Background: an optimization exercise with open tools, aiming at small area, a short achievable clock period and few clock cycles per item. Do not read the settings as production practice. Function was checked by simulation only, so behaviour that the tests miss may differ from the original.

run 5:
## SHA256
module SHA256(
clk,
rst_n,
valid_in,
valid_out,
message,
Hash_result);
Size: ~6400 cells after synthesis, about 840 flip-flops, roughly 700 I/O pins, ~47000 µm² of cells after synthesis.
export LEC_CHECK = 0
export ABC_AREA = 1
export CAP_MARGIN = 20
export CORE_MARGIN = 2
export CORE_UTILIZATION = 40
export CTS_CLUSTER_DIAMETER = 80
export CTS_CLUSTER_SIZE = 20
export SETUP_SLACK_MARGIN = 5
export SLEW_MARGIN = 20
create_clock -name core_clock -period 10.0 [get_ports {clk}]
standard.sh (not shown) runs the stock make flow with config.mk's settings and CLKGATE_MAP_FILE= SYNTH_SCRIPT=/design/flow/synth_recipe.tcl, a recipe that flattens the netlist after the stock synthesis.
==> flow/flow/run.sh <==
#!/bin/bash
# The standard layout (the standard.sh, whose synthesis is unchanged), with
# two changes to how the layout is made:
#  - repair_timing aims for a setup margin of 6 ns instead of 5 ns;
#  - the buffer put on every input and output port is buf_1.
# The make output goes to flow_make.log in this folder.
set -euo pipefail
bash standard.sh SETUP_SLACK_MARGIN=6 "BUFFER_PORTS_ARGS=-buffer_cell sky130_fd_sc_hd__buf_1" finish > flow_make.log 2>&1
Run 5 ran to completion and came out clean on the timing, design-rule and antenna checks.
Testbench counts of run 5, summed over its fixed seeds: cycles 16,648, hashes 256.
Inputs modified between run 5 and run 4:
--- a/flow/design.v
+++ b/flow/design.v
@@ -131,28 +131,46 @@
         end else begin
           gn[j] = g[j]; pn[j] = p[j];
         end
       end
       g = gn; p = pn;
     end
     adds32 = (x ^ y) ^ {g[30:0], 1'b0};
   end
 endfunction
+function automatic [31:0] addb32(input [31:0] x, input [31:0] y);
+  reg [31:0] g, p;
+  integer l, j;
+  begin
+    g = x & y; p = x ^ y;
+    for (l = 1; l < 32; l = l * 2)
+      for (j = 2 * l - 1; j < 32; j = j + 2 * l) begin
+        g[j] = g[j] | (p[j] & g[j-l]);
+        p[j] = p[j] & p[j-l];
+      end
+    for (l = 8; l >= 1; l = l / 2)
+      for (j = 3 * l - 1; j < 32; j = j + 2 * l) begin
+        g[j] = g[j] | (p[j] & g[j-l]);
+        p[j] = p[j] & p[j-l];
+      end
+    addb32 = (x ^ y) ^ {g[30:0], 1'b0};
+  end
+endfunction
 function automatic [63:0] csa(input [31:0] x, input [31:0] y, input [31:0] z);
   csa = {((x & y) | (x & z) | (y & z)) << 1, x ^ y ^ z};
 endfunction
 reg  [31:0] w [0:15];
 wire [511:0] blk = {message, 8'h80, 64'd440};
 wire [31:0] ss0 = {w[1][6:0], w[1][31:7]} ^ {w[1][17:0], w[1][31:18]} ^ (w[1] >> 3);
 wire [31:0] ss1 = {w[14][16:0], w[14][31:17]} ^ {w[14][18:0], w[14][31:19]} ^ (w[14] >> 10);
 wire [63:0] w1 = csa(w[0], w[9], ss0);
 wire [63:0] w2 = csa(w1[31:0], w1[63:32], ss1);
-wire [31:0] wnew = adds32(w2[31:0], w2[63:32]);
+wire [31:0] wnew = addb32(w2[31:0], w2[63:32]);
 integer i;
 always @(posedge clk) begin
   if (start) begin
     for (i = 0; i < 16; i = i + 1) w[i] <= blk[511 - 32*i -: 32];
   end else begin
     for (i = 0; i < 15; i = i + 1) w[i] <= w[i+1];
     w[15] <= wnew;
   end
 end
@@ -166,21 +184,21 @@
 wire [63:0] pn  = start ? csa(H7, K0, blk[511:480]) : csa(g, kconst(idx), w[1]);
 wire [63:0] x1 = csa(ps, pc, ch);
 wire [63:0] t1 = csa(S1, S0, maj);
 wire [63:0] a2 = csa(x1[31:0], x1[63:32], t1[31:0]);
 wire [63:0] a3 = csa(a2[31:0], a2[63:32], t1[63:32]);
 wire [63:0] e2 = csa(x1[31:0], x1[63:32], d);
 wire [63:0] e3 = csa(e2[31:0], e2[63:32], S1);
 wire [31:0] anew = add32(a3[31:0], a3[63:32]);
 wire [31:0] enew = add32(e3[31:0], e3[63:32]);
-wire [31:0] ah1 = adds32(a, H1), bh2 = adds32(b, H2);
-wire [31:0] cd  = adds32(c, last ? H3 : H4 - H0);
-wire [31:0] eh5 = adds32(e, H5), fh6 = adds32(f, H6), gh7 = adds32(g, H7);
+wire [31:0] ah1 = addb32(a, H1), bh2 = addb32(b, H2);
+wire [31:0] cd  = addb32(c, last ? H3 : H4 - H0);
+wire [31:0] eh5 = addb32(e, H5), fh6 = addb32(f, H6), gh7 = addb32(g, H7);
 always @(posedge clk) begin
   {pc, ps} <= pn;
   if (start) begin
     a <= H0; b <= H1; c <= H2; d <= H3; e <= H4; f <= H5; g <= H6; h <= H7;
   end else begin
     a <= anew; e <= enew;
     if (last) begin
       b <= ah1; c <= bh2; d <= cd;
       f <= eh5; g <= fh6; h <= gh7;
## What came out
- Against run 5, run 4 comes in 0.52% higher on routability congestion estimate.
- Run 4 vs run 5 — worst setup slack after layout rose 11 ps.
- Reported for run 4 and run 5, number of sinks driven by the clock tree turned out identical to the last digit.
- Run 4 reports a lower final cell count than run 5 does.
- Going from run 5 to run 4, post-route met1 wirelength shrinks by about 5%.
- Compared with run 5, in run 4 final core utilization -0.30 points, via count of the first global-routing pass -about 3.3%.
Testbench counts of run 4, summed over its fixed seeds: cycles 16,648, hashes 256.

## port drivers added, routing unchanged
The results above use ideal ports. As a check the final layouts listed here were re-extracted and re-timed, cells and wires unchanged. Step 1 (the two cells are an assumption about what drives the block):
set clk [get_ports {clk}]
set_driving_cell -lib_cell sky130_fd_sc_hd__clkbuf_16 $clk
set_driving_cell -lib_cell sky130_fd_sc_hd__buf_2 [delete_from_list [all_inputs] $clk]
Step 2 moves the port delays by t, midway between the first and last clock arrival at a register: inputs arrive t later, outputs are due t later. That takes back most of the time a late clock gives input paths. a / b / c = ideal / step 1 / step 2; a / b = the first two.
run	t (ns)	slack for setup (ns)	hold WS [ns]	worst slew at a driven data input, ns
run 5	0.792	5.938 / 5.938 / 5.501	0.412 / 0.412 / 0.412	0.17
run 4	0.775	5.949 / 5.949 / 5.368	0.406 / 0.406 / 0.406	0.14
After both steps every run listed still meets setup and hold. For run 4, which loses most, drivers alone change the setup slack by 0.000 ns; drivers and shift together by -0.581 ns.
